What follows belongs to an exercise in optimizing a design on an open flow for small area, a short achievable clock period and few clock cycles; a production flow would make more cautious choices. The RTL was checked by simulation tests, not by an equivalence proof against the original design. No activity file was given, so power comes from the tool's default toggle rates.

==> fjord: inputs <==
## PDU_kernel
module PDU_kernel (
    input                   [ 0 : 0]            sys_clk,
    input                   [ 0 : 0]            sys_rst,
    output                  [31 : 0]            imem_addr,
    input                   [31 : 0]            imem_rdata,
    output                  [31 : 0]            dmem_addr,
    output                  [31 : 0]            dmem_wdata,
    output                  [ 0 : 0]            dmem_we,
    input                   [31 : 0]            dmem_rdata
);
make LEC_CHECK=0 CAP_MARGIN=20 CORE_MARGIN=2 CORE_UTILIZATION=50 CTS_BUF_LIST=sky130_fd_sc_hd__clkbuf_8 SETUP_SLACK_MARGIN=5 SLEW_MARGIN=20 finish   # period 12.0 ns
run.sh (not shown) runs the stock make flow with config.mk's settings and CLKGATE_MAP_FILE= SYNTH_SCRIPT=/design/flow/synth_recipe.tcl, a recipe that flattens the netlist after the stock synthesis.
==> raven: changes against fjord <==
--- a/flow/design.v
+++ b/flow/design.v
@@ -6,12 +6,14 @@
     output                  [31 : 0]            dmem_addr,
     output                  [31 : 0]            dmem_wdata,
     output                  [ 0 : 0]            dmem_we,
     input                   [31 : 0]            dmem_rdata
 );
     reg  [31:0] f_pc;
+    reg         r_v;
+    reg  [31:0] r_pc;
     reg         btb_v;
     reg  [31:0] btb_pc;
     reg  [31:0] btb_tgt;
     reg         i_v;
     reg         i_pred;
     reg  [31:0] i_pc;
@@ -31,12 +33,13 @@
     reg         e_b_m, e_b_w, e_b_r;
     reg         e_s1_m, e_s1_w, e_s1_r, e_s1_i;
     reg         e_ca_m, e_ca_w, e_ca_r;
     reg         e_cb_m, e_cb_w, e_cb_r;
     reg         e_sa_m, e_sa_w, e_sa_r;
     reg         e_sn_m, e_sn_w, e_sn_r, e_sn_i;
+    reg         e_sb_m, e_sb_w, e_sb_r, e_sb_i;
     reg         e_sub;
     reg         e_s_add, e_s_slt, e_s_sltu, e_s_xor, e_s_or, e_s_and, e_s_sh;
     reg         e_s_link, e_s_tgt, e_s_imm;
     reg         e_sh_left, e_sh_arith;
     reg         e_br, e_jal, e_jalr, e_btb_new;
     reg         e_br_eq, e_br_lt, e_cmp_sgn;
@@ -79,12 +82,13 @@
     wire is_jalr  = opc == 5'b11001;
     wire use1 = is_op | is_opi | is_ld | is_st | is_br | is_jalr;
     wire use2 = is_op | is_st | is_br;
     wire wen  = (is_op | is_opi | is_ld | is_lui | is_auipc | is_jal | is_jalr) & (|rd);
     wire alu  = is_op | is_opi;
     wire shift = alu && f3[1:0] == 2'b01;
+    wire logic_op = alu && (f3 == 3'b100 || f3 == 3'b110 || f3 == 3'b111);
     reg  [31:0] imm;
     always @(*) begin
         imm = {{20{inst[31]}}, inst[31:20]};
         if (is_br)
             imm = {{20{inst[31]}}, inst[7], inst[30:25], inst[11:8], 1'b0};
         if (is_st)
@@ -144,12 +148,14 @@
             assign ce4[ci] = ce3[2*ci+1] & ce3[2*ci];
         end
     endgenerate
     wire        lt    = cl4[1] | (ce4[1] & cl4[0]);
     wire        eq    = ce4[1] & ce4[0];
     wire [31:0] sa = ({32{e_sa_m}} & m_res) | ({32{e_sa_w}} & w_res) | ({32{e_sa_r}} & e_rs1);
+    wire [31:0] sb = ({32{e_sb_m}} & m_res) | ({32{e_sb_w}} & w_res) |
+                     ({32{e_sb_r}} & e_rs2) | ({32{e_sb_i}} & e_imm);
     wire [ 4:0] sn = ({5{e_sn_m}} & m_res[4:0]) | ({5{e_sn_w}} & w_res[4:0]) |
                      ({5{e_sn_r}} & e_rs2[4:0]) | ({5{e_sn_i}} & e_imm[4:0]);
     reg  [31:0] sh_in, sh_res;
     integer k;
     always @(*)
         for (k = 0; k < 32; k = k + 1)
@@ -162,70 +168,69 @@
     wire [31:0] link = e_pc + 32'h4;
     wire [31:0] tgt  = e_pc + e_imm;
     wire [31:0] res =
         ({32{e_s_add}}  & sum) |
         ({32{e_s_slt}}  & {31'b0, slt}) |
         ({32{e_s_sltu}} & {31'b0, sltu}) |
-        ({32{e_s_xor}}  & (a ^ s1)) |
-        ({32{e_s_or}}   & (a | s1)) |
-        ({32{e_s_and}}  & (a & s1)) |
+        ({32{e_s_xor}}  & (sa ^ sb)) |
+        ({32{e_s_or}}   & (sa | sb)) |
+        ({32{e_s_and}}  & (sa & sb)) |
         ({32{e_s_sh}}   & sh_res) |
         ({32{e_s_link}} & link) |
         ({32{e_s_tgt}}  & tgt) |
         ({32{e_s_imm}}  & e_imm);
     wire cond = (e_br_eq & (eq ^ e_f3[0])) | (e_br_lt & (lt ^ e_f3[0]));
-    wire        redir_t  = e_v && !e_pred;                 
-    wire        redir_nt = e_v && e_pred;                  
+    wire        e_ok     = e_v && !r_v;
     wire        dred     = d_v && dpred;
     wire        taken    = e_jal | e_jalr | cond;
-    wire        redirect = taken ? redir_t : redir_nt;
+    wire        redirect = e_ok && (taken ? !e_pred : e_pred);
     wire [31:0] tgt_t    = e_jalr ? sum : tgt;
-    wire stall   = haz && !redirect;
     wire refetch = haz && i_v;
     wire        dsel   = dred && !haz;
     wire [31:0] seq_pc = dsel ? dtgt : (refetch ? i_pc : (btb_hit ? btb_tgt : f_pc + 32'h4));
-    wire [31:0] pc_t   = redir_t  ? tgt_t : seq_pc;
-    wire [31:0] pc_nt  = redir_nt ? link  : seq_pc;
-    wire [31:0] f_next = taken ? pc_t : pc_nt;
+    wire [31:0] f_next = r_v ? r_pc : seq_pc;
     always @(posedge sys_clk) begin
         if (sys_rst) begin
             f_pc  <= 32'h0;
+            r_v   <= 1'b0;
             btb_v <= 1'b0;
             i_v   <= 1'b0;
             d_v   <= 1'b0;
             e_v   <= 1'b0;
             e_wen <= 1'b0;
             m_we  <= 1'b0;
             m_ld  <= 1'b0;
             m_wen <= 1'b0;
             w_wen <= 1'b0;
             w_ld  <= 1'b0;
         end else begin
             f_pc  <= f_next;
-            if (e_v && e_btb_new)
+            r_v   <= redirect;
+            if (e_ok && e_btb_new)
                 btb_v <= 1'b1;
-            i_v   <= !(redirect || refetch || (dred && !haz));
-            if (!stall)
-                d_v <= i_v && !redirect && !dred;
-            if (redirect)
+            i_v   <= !(r_v || refetch || dsel);
+            if (!haz)
+                d_v <= i_v && !dred;
+            if (r_v)
                 d_v <= 1'b0;
-            e_v   <= d_v && !redirect && !haz;
-            e_wen <= d_v && !redirect && !haz && wen;
-            m_we  <= e_v && e_st;
-            m_ld  <= e_v && e_ld;
-            m_wen <= e_wen;
+            e_v   <= d_v && !r_v && !haz;
+            e_wen <= d_v && !r_v && !haz && wen;
+            m_we  <= e_ok && e_st;
+            m_ld  <= e_ok && e_ld;
+            m_wen <= e_wen && !r_v;
             w_ld  <= m_ld;
             w_wen <= m_wen;
         end
     end
     always @(posedge sys_clk)
-        if (e_v && e_btb_new) begin
+        if (e_ok && e_btb_new) begin
             btb_pc  <= e_pc;
             btb_tgt <= tgt;
         end
     always @(posedge sys_clk) begin
+        r_pc   <= e_pred ? link : tgt_t;      
         i_pred <= btb_hit;
         i_pc   <= f_pc;
         if (!haz) begin
             d_pred <= i_pred;
             d_pc   <= i_pc;
             d_inst <= imem_rdata;
@@ -261,15 +266,19 @@
         e_ca_m     <= is_br && f1m;
         e_ca_w     <= is_br && f1w;
         e_ca_r     <= is_br && !f1m && !f1w;
         e_cb_m     <= is_br && f2m;
         e_cb_w     <= is_br && f2w;
         e_cb_r     <= is_br && !f2m && !f2w;
-        e_sa_m     <= shift && f1m;
-        e_sa_w     <= shift && f1w;
-        e_sa_r     <= shift && !f1m && !f1w;
+        e_sa_m     <= (shift || logic_op) && f1m;
+        e_sa_w     <= (shift || logic_op) && f1w;
+        e_sa_r     <= (shift || logic_op) && !f1m && !f1w;
+        e_sb_m     <= logic_op && is_op && f2m;
+        e_sb_w     <= logic_op && is_op && f2w;
+        e_sb_r     <= logic_op && is_op && !f2m && !f2w;
+        e_sb_i     <= logic_op && !is_op;
         e_sn_m     <= shift && is_op && f2m;
         e_sn_w     <= shift && is_op && f2w;
         e_sn_r     <= shift && is_op && !f2m && !f2w;
         e_sn_i     <= shift && !is_op;
         e_sub      <= alu && (f3 == 3'b010 || f3 == 3'b011 || (is_op && f3 == 3'b000 && inst[30]));
         e_s_add    <= (alu && f3 == 3'b000) || is_ld || is_st;
--- a/flow/config.mk
+++ b/flow/config.mk
@@ -5,9 +5,10 @@
 export SDC_FILE = /design/flow/constraint.sdc
 export NUM_CORES = 4
 export LEC_CHECK = 0
 export CAP_MARGIN = 20
 export CORE_MARGIN = 2
 export CORE_UTILIZATION = 50
-export CTS_BUF_LIST = sky130_fd_sc_hd__clkbuf_8
+export CTS_CLUSTER_DIAMETER = 80
+export CTS_CLUSTER_SIZE = 22
 export SETUP_SLACK_MARGIN = 5
 export SLEW_MARGIN = 20
==> quartz: changes against fjord <==
==> flow/design.v (replaced) <==
module PDU_kernel (
    input                   [ 0 : 0]            sys_clk,
    input                   [ 0 : 0]            sys_rst,
    output                  [31 : 0]            imem_addr,
    input                   [31 : 0]            imem_rdata,
    output                  [31 : 0]            dmem_addr,
    output                  [31 : 0]            dmem_wdata,
    output                  [ 0 : 0]            dmem_we,
    input                   [31 : 0]            dmem_rdata
);
    reg  [31:0] f_pc;
    reg         btb_v;
    reg  [31:0] btb_pc;
    reg  [31:0] btb_tgt;
    reg         d_v;
    reg         d_pred;
    reg  [31:0] d_pc;
    reg         e_v;
    reg         e_pred;
    reg  [31:0] e_pc;
    reg  [31:0] e_rs1;
    reg  [31:0] e_rs2;
    reg  [31:0] e_imm;
    reg         e_a_m, e_a_w, e_a_r;
    reg         e_b_m, e_b_w, e_b_r;
    reg         e_s1_m, e_s1_w, e_s1_r, e_s1_i;
    reg         e_sub;
    reg         e_s_add, e_s_slt, e_s_sltu, e_s_xor, e_s_or, e_s_and, e_s_sh;
    reg         e_s_link, e_s_tgt, e_s_imm;
    reg         e_sh_left, e_sh_arith;
    reg         e_br, e_jal, e_jalr, e_btb_new;
    reg  [ 2:0] e_f3;
    reg         e_ld, e_st, e_wen;
    reg  [ 4:0] e_rd;
    reg         m_we, m_ld, m_wen;
    reg  [ 4:0] m_rd;
    reg  [31:0] m_res;
    reg  [31:0] m_sdata;
    reg         w_ld, w_wen;
    reg  [ 4:0] w_rd;
    reg  [31:0] w_res;
    wire [31:0] w_data = w_ld ? dmem_rdata : w_res;
    reg  [31:0] rf [1:31];
    genvar gi;
    generate
        for (gi = 1; gi < 32; gi = gi + 1) begin : g_rf
            always @(posedge sys_clk)
                if (w_wen && w_rd == gi)
                    rf[gi] <= w_data;
        end
    endgenerate
    wire        btb_hit = btb_v && (btb_pc == f_pc);
    assign imem_addr = f_pc;
    wire [31:0] inst = imem_rdata;
    wire [ 4:0] opc  = inst[6:2];
    wire [ 2:0] f3   = inst[14:12];
    wire [ 4:0] rs1  = inst[19:15];
    wire [ 4:0] rs2  = inst[24:20];
    wire [ 4:0] rd   = inst[11:7];
    wire is_op    = opc == 5'b01100;
    wire is_opi   = opc == 5'b00100;
    wire is_ld    = opc == 5'b00000;
    wire is_st    = opc == 5'b01000;
    wire is_br    = opc == 5'b11000;
    wire is_lui   = opc == 5'b01101;
    wire is_auipc = opc == 5'b00101;
    wire is_jal   = opc == 5'b11011;
    wire is_jalr  = opc == 5'b11001;
    wire use1 = is_op | is_opi | is_ld | is_st | is_br | is_jalr;
    wire use2 = is_op | is_st | is_br;
    wire wen  = (is_op | is_opi | is_ld | is_lui | is_auipc | is_jal | is_jalr) & (|rd);
    wire alu  = is_op | is_opi;
    reg  [31:0] imm;
    always @(*) begin
        imm = {{20{inst[31]}}, inst[31:20]};
        if (is_br)
            imm = {{20{inst[31]}}, inst[7], inst[30:25], inst[11:8], 1'b0};
        if (is_st)
            imm = {{20{inst[31]}}, inst[31:25], inst[11:7]};
        if (is_lui || is_auipc)
            imm = {inst[31:12], 12'h0};
        if (is_jal)
            imm = {{12{inst[31]}}, inst[19:12], inst[20], inst[30:21], 1'b0};
    end
    wire [31:0] rd1 = (w_wen && w_rd == rs1) ? w_data : ((|rs1) ? rf[rs1] : 32'h0);
    wire [31:0] rd2 = (w_wen && w_rd == rs2) ? w_data : ((|rs2) ? rf[rs2] : 32'h0);
    wire f1m = e_wen && e_rd == rs1;
    wire f1w = m_wen && m_rd == rs1 && !f1m;
    wire f2m = e_wen && e_rd == rs2;
    wire f2w = m_wen && m_rd == rs2 && !f2m;
    wire haz = d_v && (
        (e_v && e_ld && e_wen && ((use1 && e_rd == rs1) || (use2 && e_rd == rs2))) ||
        (m_ld && m_wen && ((use1 && m_rd == rs1) || (use2 && m_rd == rs2))));
    wire [31:0] a  = ({32{e_a_m}} & m_res) | ({32{e_a_w}} & w_res) | ({32{e_a_r}} & e_rs1);
    wire [31:0] b  = ({32{e_b_m}} & m_res) | ({32{e_b_w}} & w_res) | ({32{e_b_r}} & e_rs2);
    wire [31:0] s1 = ({32{e_s1_m}} & m_res) | ({32{e_s1_w}} & w_res) | ({32{e_s1_r}} & e_rs2) |
                     ({32{e_s1_i}} & e_imm);
    wire [33:0] sum_x = {1'b0, a, 1'b1} + {1'b0, s1 ^ {32{e_sub}}, e_sub};
    wire [31:0] sum   = sum_x[32:1];
    wire        sltu  = !sum_x[33];
    wire        slt   = (a[31] ^ s1[31]) ? a[31] : sum[31];
    wire        eq    = a == b;
    wire        ltu   = a < b;
    wire        lt    = (a[31] ^ b[31]) ? a[31] : ltu;
    reg  [31:0] sh_in, sh_res;
    integer k;
    always @(*)
        for (k = 0; k < 32; k = k + 1)
            sh_in[k] = e_sh_left ? a[31-k] : a[k];
    wire [32:0] sh_ext = {e_sh_arith & a[31], sh_in};
    wire [32:0] sh_out = $signed(sh_ext) >>> s1[4:0];
    always @(*)
        for (k = 0; k < 32; k = k + 1)
            sh_res[k] = e_sh_left ? sh_out[31-k] : sh_out[k];
    wire [31:0] link = e_pc + 32'h4;
    wire [31:0] tgt  = e_pc + e_imm;
    wire [31:0] res =
        ({32{e_s_add}}  & sum) |
        ({32{e_s_slt}}  & {31'b0, slt}) |
        ({32{e_s_sltu}} & {31'b0, sltu}) |
        ({32{e_s_xor}}  & (a ^ s1)) |
        ({32{e_s_or}}   & (a | s1)) |
        ({32{e_s_and}}  & (a & s1)) |
        ({32{e_s_sh}}   & sh_res) |
        ({32{e_s_link}} & link) |
        ({32{e_s_tgt}}  & tgt) |
        ({32{e_s_imm}}  & e_imm);
    wire cond = e_f3[2] ? ((e_f3[1] ? ltu : lt) ^ e_f3[0]) : (~e_f3[1] & (eq ^ e_f3[0]));
    wire        redir_t  = e_v && !(e_br && e_pred);       
    wire        redir_nt = e_v && e_pred;                  
    wire        taken    = e_jal | e_jalr | (e_br & cond);
    wire        redirect = taken ? redir_t : redir_nt;
    wire [31:0] tgt_t    = e_jalr ? sum : tgt;
    wire replay = haz && !redirect;
    wire [31:0] seq_pc = haz ? d_pc : (btb_hit ? btb_tgt : f_pc + 32'h4);
    wire [31:0] pc_t   = redir_t  ? tgt_t : seq_pc;
    wire [31:0] pc_nt  = redir_nt ? link  : seq_pc;
    wire [31:0] f_next = taken ? pc_t : pc_nt;
    always @(posedge sys_clk) begin
        if (sys_rst) begin
            f_pc  <= 32'h0;
            btb_v <= 1'b0;
            d_v   <= 1'b0;
            e_v   <= 1'b0;
            e_wen <= 1'b0;
            m_we  <= 1'b0;
            m_ld  <= 1'b0;
            m_wen <= 1'b0;
            w_wen <= 1'b0;
            w_ld  <= 1'b0;
        end else begin
            f_pc  <= f_next;
            if (e_v && e_btb_new)
                btb_v <= 1'b1;
            d_v   <= !(redirect || haz);
            e_v   <= d_v && !redirect && !haz;
            e_wen <= d_v && !redirect && !haz && wen;
            m_we  <= e_v && e_st;
            m_ld  <= e_v && e_ld;
            m_wen <= e_wen;
            w_ld  <= m_ld;
            w_wen <= m_wen;
        end
    end
    always @(posedge sys_clk)
        if (e_v && e_btb_new) begin
            btb_pc  <= e_pc;
            btb_tgt <= tgt;
        end
    always @(posedge sys_clk) begin
        d_pred <= btb_hit;
        d_pc   <= f_pc;
        e_ld       <= is_ld;
        e_st       <= is_st;
        e_br       <= is_br;
        e_jal      <= is_jal;
        e_jalr     <= is_jalr;
        e_btb_new  <= is_br && inst[31] && !d_pred;
        e_pred     <= d_pred;
        e_pc       <= d_pc;
        e_rs1      <= rd1;
        e_rs2      <= rd2;
        e_imm      <= imm;
        e_rd       <= rd;
        e_f3       <= f3;
        e_a_m      <= f1m;
        e_a_w      <= f1w;
        e_a_r      <= !f1m && !f1w;
        e_b_m      <= f2m;
        e_b_w      <= f2w;
        e_b_r      <= !f2m && !f2w;
        e_s1_m     <= is_op && f2m;
        e_s1_w     <= is_op && f2w;
        e_s1_r     <= is_op && !f2m && !f2w;
        e_s1_i     <= !is_op;
        e_sub      <= alu && (f3 == 3'b010 || f3 == 3'b011 || (is_op && f3 == 3'b000 && inst[30]));
        e_s_add    <= (alu && f3 == 3'b000) || is_ld || is_st;
        e_s_slt    <= alu && f3 == 3'b010;
        e_s_sltu   <= alu && f3 == 3'b011;
        e_s_xor    <= alu && f3 == 3'b100;
        e_s_or     <= alu && f3 == 3'b110;
        e_s_and    <= alu && f3 == 3'b111;
        e_s_sh     <= alu && (f3 == 3'b001 || f3 == 3'b101);
        e_s_link   <= is_jal | is_jalr;
        e_s_tgt    <= is_auipc;
        e_s_imm    <= is_lui;
        e_sh_left  <= f3 == 3'b001;
        e_sh_arith <= inst[30] && f3 == 3'b101;
        m_rd    <= e_rd;
        m_res   <= res;
        m_sdata <= b;
        w_rd  <= m_rd;
        w_res <= m_res;
    end
    assign dmem_addr  = m_res;
    assign dmem_wdata = m_sdata;
    assign dmem_we    = m_we;
endmodule
==> flow/config.mk (replaced) <==
export PLATFORM = sky130hd
export DESIGN_NAME = PDU_kernel
export DESIGN_NICKNAME = PDU_kernel
export VERILOG_FILES = /design/flow/design.v
export SDC_FILE = /design/flow/constraint.sdc
export NUM_CORES = 4
export LEC_CHECK = 0
export CAP_MARGIN = 20
export CORE_MARGIN = 2
export CORE_UTILIZATION = 40
export SETUP_SLACK_MARGIN = 5
export SLEW_MARGIN = 20
==> summary of the runs <==
Sequential share of layout area, lowest first: quartz, fjord, raven. Fmax, lowest first: quartz, fjord, raven. Of fjord and quartz, fjord has the higher flip-flop and latch count (gap 79). Between fjord and raven, the lower first-iteration DRC count is in fjord (gap about 8%, measured against raven). Cell area is about the same in raven and fjord. quartz went through all stages and came out clean. fjord went through all stages and came out clean. raven completed without violations. Combinational power is about the same in fjord and raven. Non-clock buffer count, lowest first: fjord, raven, quartz. Routed wire length, lowest first: quartz, fjord, raven. The highest sequential power belongs to raven, the lowest to quartz. Hold slack: raven > fjord > quartz.
==> figures <==
quantity	quartz	fjord	raven
Endpoint, Worst Hold	e_pc[25]	e_pc[0]	e_pc[0]
Hold Startpoint	d_pc[25]	d_pc[0]	d_pc[0]
Fraction of final layout cells with drive strength greater than 1	10.5%	10.9%	8.06%
Status	finished clean	finished clean	finished clean
Layout Utilization	46.3%	56.9%	55.1%
Met3 usage in global routing	15.8%	17.5%	16.7%
Count of filler cells inserted in the layout	14713	11828	12290
Clock latency at the later pin of the worst-skew pair	0.85 ns	1.05 ns	0.78 ns
Total routed wirelength	337000 um	346000 um	354000 um
Share of cell area taken by multi-input logic gates	34.3%	35.3%	36.6%
Cell Pwr Density	158 nW/um^2	145 nW/um^2	132 nW/um^2
Post-route total power	12.0 mW	11.7 mW	10.5 mW
Placed cell count	7678	7736	8006
Final HPWL from detailed placement	196000 um	210000 um	217000 um
Metal-1 WL	112000 um	112000 um	117000 um
CLK BUF	187	254	116
Maximum clock frequency	159 MHz	179 MHz	209 MHz
Compound-cell area share of the yosys netlist	20.9%	21.5%	21.8%
Number of instances in the synthesized netlist	5517	5939	6208
Routability-driven placement congestion ratio	1.04	1.02	1.03
Initial DRC Count	13488	13215	14329
Testbench counts of fjord, summed over its fixed seeds: cycles 106,985.
Testbench counts of raven, summed over its fixed seeds: cycles 109,990.
Testbench counts of quartz, summed over its fixed seeds: cycles 103,759.
